This design comes from an exercise in tuning for small area and a short achievable clock period on the open sky130 flow, not from production work. Function was checked by simulation only, so behaviour that the tests miss may differ from the original.

==> 02-05 <==
## filter
module filter #(parameter DATA_WIDTH = 16) (
    input clk,
    input rst_n,
    input signed [DATA_WIDTH-1:0] FilterIn,
    input ValidIn,
    output signed [32:0] data_out,
    output reg ValidOut);
export LEC_CHECK = 0
export CAP_MARGIN = 20
export CORE_MARGIN = 2
export CORE_UTILIZATION = 65
export SETUP_SLACK_MARGIN = 5
export SLEW_MARGIN = 20
export SYNTH_HIERARCHICAL = 1
export TNS_END_PERCENT = 100
create_clock -name core_clock -period 10.5 [get_ports {clk}]
standard.sh (not shown) runs the stock make flow with config.mk's settings and CLKGATE_MAP_FILE= SYNTH_SCRIPT=/design/flow/synth_recipe.tcl, a recipe that flattens the netlist after the stock synthesis.
==> flow/flow/run.sh <==
#!/bin/bash
# Layout: the standard flow (standard.sh) unchanged, except that timing repair
# aims at a larger setup margin (a shorter period than the 10.5 ns clock) and the
# port buffers are plain buffers instead of delay cells.  make's full output goes
# to make_finish.log here; each ORFS step keeps its own log under orfs/logs/.
set -uo pipefail
bash standard.sh SETUP_SLACK_MARGIN=6.25 'BUFFER_PORTS_ARGS=-buffer_cell sky130_fd_sc_hd__buf_4' finish > make_finish.log 2>&1
status=$?
tail -n 40 make_finish.log
exit $status
==> 09-08: changes against 02-05 <==
CORE_UTILIZATION = 25   (was 65)
==> 04-23: changes against 02-05 <==
--- a/flow/flow/run.sh
+++ b/flow/flow/run.sh
@@ -6,3 +6,3 @@
 set -uo pipefail
-bash standard.sh SETUP_SLACK_MARGIN=6.25 'BUFFER_PORTS_ARGS=-buffer_cell sky130_fd_sc_hd__buf_4' finish > make_finish.log 2>&1
+bash standard.sh SETUP_SLACK_MARGIN=6.0 'BUFFER_PORTS_ARGS=-buffer_cell sky130_fd_sc_hd__buf_4' finish > make_finish.log 2>&1
 status=$?
==> results_dict.tcl <==
set metrics [dict create \
    slew_headroom 0.433 \
    drive_gt1_frac 0.170 \
    final_cell_mix "fa_1, dfrtp_1, ha_1, inv_1, a21oi_1" \
    cp.depth 8 \
    drt_first_pass_iters 4 \
    outcome "finished clean" \
    post-place-ws_ns 5.03 \
]
The numbers above come from 09-08.

==> results_dict.tcl <==
set metrics [dict create \
    outcome "finished clean" \
    drive_gt1_frac 0.163 \
    synth.top_cell.area_share 0.409 \
    post-place-ws_ns 5.04 \
    drt_first_pass_iters 5 \
    setup_viol 0 \
    cp.depth 8 \
    gp_congestion 0.991 \
]
The numbers above come from 02-05.

==> results_dict.tcl <==
set metrics [dict create \
    synth-compound-area-share 0.0573 \
    drive_gt1_frac 0.127 \
    wl_met3_mm 5.53 \
    outcome "finished clean" \
    slew_headroom 0.387 \
    holdPathStages 0 \
    final_cell_mix "fa_1, dfrtp_1, ha_1, inv_1, a21oi_1" \
    post-place-ws_ns 5.10 \
    synth.avg_cell_area_um2 14.6 \
]
The numbers above come from 04-23.


========
==> inputs of 08-10 <==
filter, a different RTL version from the one above (not shown whole).
==> flow/config.mk <==
export PLATFORM = sky130hd
export DESIGN_NAME = filter
export DESIGN_NICKNAME = filter
export VERILOG_FILES = /design/flow/design.v
export SDC_FILE = /design/flow/constraint.sdc
export NUM_CORES = 4
export LEC_CHECK = 0
export CAP_MARGIN = 20
export CORE_MARGIN = 2
export CORE_UTILIZATION = 75
export SETUP_SLACK_MARGIN = 5
export SLEW_MARGIN = 20
export SYNTH_HIERARCHICAL = 1
export TNS_END_PERCENT = 100
==> flow/constraint.sdc <==
create_clock -name core_clock -period 10.5 [get_ports {clk}]
set_input_delay 2.1000 -clock core_clock [delete_from_list [all_inputs] [get_ports {clk}]]
set_output_delay 2.1000 -clock core_clock [all_outputs]
set_load 0.01 [all_outputs]
==> flow/flow/run.sh <==
#!/bin/bash
# Layout: the standard flow (standard.sh) unchanged, except that timing repair
# aims at a larger setup margin (a shorter period than the 10.5 ns clock) and the
# port buffers are plain buffers instead of delay cells.  make's full output goes
# to make_finish.log here; each ORFS step keeps its own log under orfs/logs/.
set -uo pipefail
bash standard.sh SETUP_SLACK_MARGIN=6.25 'BUFFER_PORTS_ARGS=-buffer_cell sky130_fd_sc_hd__buf_4' finish > make_finish.log 2>&1
status=$?
tail -n 40 make_finish.log
exit $status
==> 10-23 (differences from 08-10) <==
--- a/flow/config.mk
+++ b/flow/config.mk
@@ -7,7 +7,7 @@
 export LEC_CHECK = 0
 export CAP_MARGIN = 20
 export CORE_MARGIN = 2
-export CORE_UTILIZATION = 75
+export CORE_UTILIZATION = 50
 export SETUP_SLACK_MARGIN = 5
 export SLEW_MARGIN = 20
 export SYNTH_HIERARCHICAL = 1
==> 08-09 (differences from 08-10) <==
==> flow/flow/run.sh (replaced) <==
#!/bin/bash
# Layout: the standard flow (standard.sh) unchanged, except that timing repair
# aims at a larger setup margin (a shorter period than the 10.5 ns clock) and the
# port buffers are plain buffers instead of delay cells.  make's full output goes
# to make_finish.log here; each ORFS step keeps its own log under orfs/logs/.
set -uo pipefail
bash standard.sh SETUP_SLACK_MARGIN=6.15 'BUFFER_PORTS_ARGS=-buffer_cell sky130_fd_sc_hd__buf_4' finish > make_finish.log 2>&1
status=$?
tail -n 40 make_finish.log
exit $status
--- a/flow/config.mk
+++ b/flow/config.mk
@@ -7,7 +7,7 @@
 export LEC_CHECK = 0
 export CAP_MARGIN = 20
 export CORE_MARGIN = 2
-export CORE_UTILIZATION = 75
+export CORE_UTILIZATION = 25
 export SETUP_SLACK_MARGIN = 5
 export SLEW_MARGIN = 20
 export SYNTH_HIERARCHICAL = 1
==> 08-28 (differences from 08-10) <==
--- a/flow/config.mk
+++ b/flow/config.mk
@@ -7,7 +7,8 @@
 export LEC_CHECK = 0
 export CAP_MARGIN = 20
 export CORE_MARGIN = 2
-export CORE_UTILIZATION = 75
+export CORE_UTILIZATION = 25
+export PLACE_DENSITY = 0.8
 export SETUP_SLACK_MARGIN = 5
 export SLEW_MARGIN = 20
 export SYNTH_HIERARCHICAL = 1
==> impl_metrics.csv <==
group,metric,value,unit
min_path,holdPathEnd,"d6[0]",
global_route,grtUsageTotal,0.283,
final_layout,finalNetCount,3547,
placed_design,post-place-ws,4.96,ns
global_route,use_met1,0.371,
global_route,grt_pass1_vias,23000,
outcome,status,"timing/DRC/antenna clean",
die,n_tap_cell,959,
setup_path,crit_required,11.01,ns
route,met3_wirelength,4.86,mm
setup_path,r2r_cells,7,
(the above is from 10-23)
==> impl_metrics.csv <==
group,metric,value,unit
outcome,status,"timing/DRC/antenna clean",
global_route,use_met1,0.549,
route,met3_wirelength,11.3,mm
min_path,holdPathEnd,"d6[14]",
global_route,grtUsageTotal,0.447,
setup_path,crit_required,10.99,ns
final_layout,num-fill-cells,2060,
setup_path,r2r_cells,16,
global_route,grt_pass1_vias,25200,
placed_design,post-place-ws,4.93,ns
(the above is from 08-10)
==> impl_metrics.csv <==
group,metric,value,unit
setup_path,crit_required,11.07,ns
outcome,status,"timing/DRC/antenna clean",
global_route,use_met1,0.181,
global_route,grtUsageTotal,0.128,
final_layout,finalNetCount,3525,
route,met3_wirelength,5.42,mm
(the above is from 08-09)
==> impl_metrics.csv <==
group,metric,value,unit
final_layout,finalNetCount,3545,
placed_design,post-place-ws,5.02,ns
global_route,grtUsageTotal,0.130,
route,met3_wirelength,7.44,mm
global_route,grt_pass1_vias,23000,
setup_path,r2r_cells,7,
outcome,status,"timing/DRC/antenna clean",
min_path,holdPathEnd,"d6[6]",
setup_path,crit_required,11.07,ns
die,io_pins,53,
(the above is from 08-28)

========
==> 04-05 <==
Another version of the RTL of filter (not shown whole).
==> flow/config.mk <==
export PLATFORM = sky130hd
export DESIGN_NAME = filter
export DESIGN_NICKNAME = filter
export VERILOG_FILES = /design/flow/design.v
export SDC_FILE = /design/flow/constraint.sdc
export NUM_CORES = 4
export LEC_CHECK = 0
export CAP_MARGIN = 20
export CORE_MARGIN = 2
export CORE_UTILIZATION = 65
export CTS_BUF_LIST = sky130_fd_sc_hd__clkbuf_4 sky130_fd_sc_hd__clkbuf_8
export CTS_CLUSTER_SIZE = 24
export SETUP_SLACK_MARGIN = 5
export SLEW_MARGIN = 20
export SYNTH_HIERARCHICAL = 1
export TNS_END_PERCENT = 100
==> flow/constraint.sdc <==
create_clock -name core_clock -period 10.5 [get_ports {clk}]
set_input_delay 2.1000 -clock core_clock [delete_from_list [all_inputs] [get_ports {clk}]]
set_output_delay 2.1000 -clock core_clock [all_outputs]
set_load 0.01 [all_outputs]
==> flow/flow/run.sh <==
#!/bin/bash
# Layout: the standard flow (standard.sh) unchanged, except that timing repair
# aims at a larger setup margin (a shorter period than the 10.5 ns clock) and the
# port buffers are plain buffers instead of delay cells.  make's full output goes
# to make_finish.log here; each ORFS step keeps its own log under orfs/logs/.
set -uo pipefail
bash standard.sh SETUP_SLACK_MARGIN=6.0 'BUFFER_PORTS_ARGS=-buffer_cell sky130_fd_sc_hd__buf_4' finish > make_finish.log 2>&1
status=$?
tail -n 40 make_finish.log
exit $status
==> inputs of 08-27, as changes to 04-05 <==
==> flow/flow/run.sh (replaced) <==
#!/bin/bash
# Layout: the standard flow (standard.sh) unchanged, except that timing repair
# aims at a larger setup margin (a shorter period than the 10.5 ns clock) and the
# port buffers are plain buffers instead of delay cells.  make's full output goes
# to make_finish.log here; each ORFS step keeps its own log under orfs/logs/.
set -uo pipefail
bash standard.sh SETUP_SLACK_MARGIN=6.2 'BUFFER_PORTS_ARGS=-buffer_cell sky130_fd_sc_hd__buf_4' finish > make_finish.log 2>&1
status=$?
tail -n 40 make_finish.log
exit $status
--- a/flow/config.mk
+++ b/flow/config.mk
@@ -8,8 +8,6 @@
 export CAP_MARGIN = 20
 export CORE_MARGIN = 2
 export CORE_UTILIZATION = 65
-export CTS_BUF_LIST = sky130_fd_sc_hd__clkbuf_4 sky130_fd_sc_hd__clkbuf_8
-export CTS_CLUSTER_SIZE = 24
 export SETUP_SLACK_MARGIN = 5
 export SLEW_MARGIN = 20
 export SYNTH_HIERARCHICAL = 1
==> summary.txt <==
CTS
  – Root Buffer: clkbuf_8

Timing
  – Max frequency: 215 MHz
  – Fin Hold WS: 0.340 ns

Critical path
  – Crit Reg-Reg Endpoint: r2_9_0

Status
  – Status: complete, no violations

Place
  – DP Worst Slack: 4.81 ns

Final layout
  – Multi-input logic area: 22800 um^2

Global routing
  – GR Util met1: 43.8%
[end of results for 04-05]
==> summary.txt <==
Final layout
  – Multi-input logic area: 23100 um^2

Place
  – DP Worst Slack: 4.89 ns

Global routing
  – GR Util met1: 44.4%

Status
  – Status: complete, no violations

Critical path
  – Crit Reg-Reg Endpoint: rg_25
[end of results for 08-27]

========
==> run a: inputs <==
filter with an RTL version that a note above also has.
==> flow/config.mk <==
export PLATFORM = sky130hd
export DESIGN_NAME = filter
export DESIGN_NICKNAME = filter
export VERILOG_FILES = /design/flow/design.v
export SDC_FILE = /design/flow/constraint.sdc
export NUM_CORES = 4
export LEC_CHECK = 0
export CAP_MARGIN = 20
export CORE_MARGIN = 2
export CORE_UTILIZATION = 65
export SETUP_SLACK_MARGIN = 5
export SLEW_MARGIN = 20
export SYNTH_HIERARCHICAL = 1
export TNS_END_PERCENT = 100
==> flow/constraint.sdc <==
create_clock -name core_clock -period 10.5 [get_ports {clk}]
set_input_delay 2.1000 -clock core_clock [delete_from_list [all_inputs] [get_ports {clk}]]
set_output_delay 2.1000 -clock core_clock [all_outputs]
set_load 0.01 [all_outputs]
==> flow/flow/run.sh <==
#!/bin/bash
# Layout: the standard flow (standard.sh) unchanged, except that timing repair
# aims at a larger setup margin (a shorter period than the 10.5 ns clock) and the
# port buffers are plain buffers instead of delay cells.  make's full output goes
# to make_finish.log here; each ORFS step keeps its own log under orfs/logs/.
set -uo pipefail
bash standard.sh SETUP_SLACK_MARGIN=6.8 'BUFFER_PORTS_ARGS=-buffer_cell sky130_fd_sc_hd__buf_4' finish > make_finish.log 2>&1
status=$?
tail -n 40 make_finish.log
exit $status
==> inputs of run b, as changes to run a <==
--- a/flow/flow/run.sh
+++ b/flow/flow/run.sh
@@ -6,3 +6,3 @@
 set -uo pipefail
-bash standard.sh SETUP_SLACK_MARGIN=6.8 'BUFFER_PORTS_ARGS=-buffer_cell sky130_fd_sc_hd__buf_4' finish > make_finish.log 2>&1
+bash standard.sh SETUP_SLACK_MARGIN=6.0 'BUFFER_PORTS_ARGS=-buffer_cell sky130_fd_sc_hd__buf_4' finish > make_finish.log 2>&1
 status=$?
==> inputs of run c, as changes to run a <==
--- a/flow/flow/run.sh
+++ b/flow/flow/run.sh
@@ -6,3 +6,3 @@
 set -uo pipefail
-bash standard.sh SETUP_SLACK_MARGIN=6.8 'BUFFER_PORTS_ARGS=-buffer_cell sky130_fd_sc_hd__buf_4' finish > make_finish.log 2>&1
+bash standard.sh SETUP_SLACK_MARGIN=6.25 'BUFFER_PORTS_ARGS=-buffer_cell sky130_fd_sc_hd__buf_4' finish > make_finish.log 2>&1
 status=$?
- CORE_UTILIZATION: 65 -> 25
==> qor summary <==
Run status: run c finished clean; run a finished clean; run b finished clean
R2r endpoint: run c rg_19; run a rg_25; run b r2_13_1
Worst Setup Slack, final: run c 6.31 ns; run a 6.06 ns; run b 6.05 ns
Final WL: run c 94600 um; run a 108000 um; run b 94400 um
Number of antenna violations at the first check in global routing: run c 3; run a 3; run b 0
Core Area: run c 146000 um2; run a 55400 um2; run b 55400 um2
Hold Path End: run c d6[7]; run a d6[1]; run b d6[6]
Data arrival time of the critical path: run c 4.77 ns; run a 4.95 ns; run b 4.98 ns
Y dimension of the die: run c 387 um; run a 241 um; run b 241 um
Type of the worst setup path: run c reg2reg; run a reg2reg; run b in2reg
Resized cells post-CTS: run c 67; run a 339; run b 6
Detailed-routed wire length on met3: run c 6510 um; run a 7540 um; run b 6030 um
Capturing instance or port of the critical path: run c rg_19; run a rg_25; run b rg_28
Cell repeated most along the worst path: run c fa_1; run a fa_2; run b -
Delay of the slowest cell on the worst path: run c 0.56 ns; run a 0.56 ns; run b 0.52 ns
Slowest CP cell: run c fa_1; run a fa_2; run b fa_1
Maximum clock skew at final layout: run c 0.0191 ns; run a 0.0428 ns; run b 0.0190 ns
Post-detail-place hpwl: run c 77400 um; run a 78900 um; run b 76200 um

========
==> build 98: inputs <==
Starting RTL as in the previous note.
Settings: LEC_CHECK=0, CAP_MARGIN=20, CORE_MARGIN=2, CORE_UTILIZATION=25, SETUP_SLACK_MARGIN=5, SLEW_MARGIN=20, SYNTH_HIERARCHICAL=1, TNS_END_PERCENT=100; clock period 10.5 ns.
==> flow/flow/run.sh <==
#!/bin/bash
# Layout: the standard flow (standard.sh) unchanged, except that timing repair
# aims at a larger setup margin (a shorter period than the 10.5 ns clock) and the
# port buffers are plain buffers instead of delay cells.  make's full output goes
# to make_finish.log here; each ORFS step keeps its own log under orfs/logs/.
set -uo pipefail
bash standard.sh SETUP_SLACK_MARGIN=6.3 'BUFFER_PORTS_ARGS=-buffer_cell sky130_fd_sc_hd__buf_4' finish > make_finish.log 2>&1
status=$?
tail -n 40 make_finish.log
exit $status
==> inputs of trial 72, as changes to build 98 <==
--- a/flow/flow/run.sh
+++ b/flow/flow/run.sh
@@ -6,3 +6,3 @@
 set -uo pipefail
-bash standard.sh SETUP_SLACK_MARGIN=6.3 'BUFFER_PORTS_ARGS=-buffer_cell sky130_fd_sc_hd__buf_4' finish > make_finish.log 2>&1
+bash standard.sh SETUP_SLACK_MARGIN=6.25 'BUFFER_PORTS_ARGS=-buffer_cell sky130_fd_sc_hd__buf_4' finish > make_finish.log 2>&1
 status=$?
- CORE_UTILIZATION: 25 -> 65
==> summary of the runs <==
Between trial 72 and build 98, the lower worst setup slack is in trial 72 (gap 0.051 ns). Fmax: build 98 is higher than trial 72 (about 1.2%). In trial 72 the cell area is smaller than in build 98, by about 4%.

-- afterwards: timing with drivers on the ports --
How much do the figures lean on ideal ports? The routed layouts below were timed once more, with nothing changed but the port constraints.
Step 1: set_driving_cell puts a clkbuf_16 on clk and a buf_2 on each other input, an assumption about the parent block.
Step 2 moves the port delays by t, midway between the first and last clock arrival at a register: inputs arrive t later, outputs are due t later. That takes back most of the time a late clock gives input paths.
Three values: ideal ports, drivers, drivers and shift; two values: the first two.
| run | t (ns) | setup WS [ns] | worst hold slack (ns) | worst setup path at the end |
|---|---|---|---|---|
| 02-05 | 0.696 | 6.151 / 6.086 / 5.651 | 0.344 / 0.344 / 0.344 | input to register |
| 09-08 | 0.702 | 6.059 / 5.990 / 5.619 | 0.345 / 0.345 / 0.345 | input to register |
| 04-23 | 0.689 | 6.044 / 6.023 / 5.454 | 0.343 / 0.343 / 0.343 | input to register |
| 08-10 | 0.675 | 5.668 / 5.594 / 4.919 | 0.344 / 0.344 / 0.344 | input to register |
| 10-23 | 0.704 | 6.263 / 6.176 / 5.472 | 0.344 / 0.344 / 0.344 | input to register |
| 08-09 | 0.692 | 6.193 / 6.193 / 5.509 | 0.341 / 0.341 / 0.341 | input to register |
| 08-28 | 0.674 | 6.282 / 6.133 / 5.458 | 0.335 / 0.335 / 0.335 | input to register |
| 04-05 | 0.752 | 5.860 / 5.797 / 5.209 | 0.340 / 0.340 / 0.340 | input to register |
| 08-27 | 0.690 | 5.980 / 5.878 / 5.189 | 0.344 / 0.344 / 0.344 | input to register |
| run a | 0.706 | 6.062 / 6.062 / 5.370 | 0.346 / 0.346 / 0.346 | input to register |
| run b | 0.671 | 6.051 / 6.024 / 5.354 | 0.349 / 0.349 / 0.349 | input to register |
| run c | 0.694 | 6.306 / 6.199 / 5.505 | 0.346 / 0.346 / 0.346 | input to register |
| build 98 | 0.699 | 6.270 / 6.163 / 5.464 | 0.329 / 0.329 / 0.329 | input to register |
| trial 72 | 0.683 | 6.220 / 6.144 / 5.461 | 0.345 / 0.345 / 0.345 | input to register |
After both steps every run listed still meets setup and hold. The setup slack of 08-28, which loses most, moves by -0.149 ns with the drivers and by -0.824 ns with both steps.
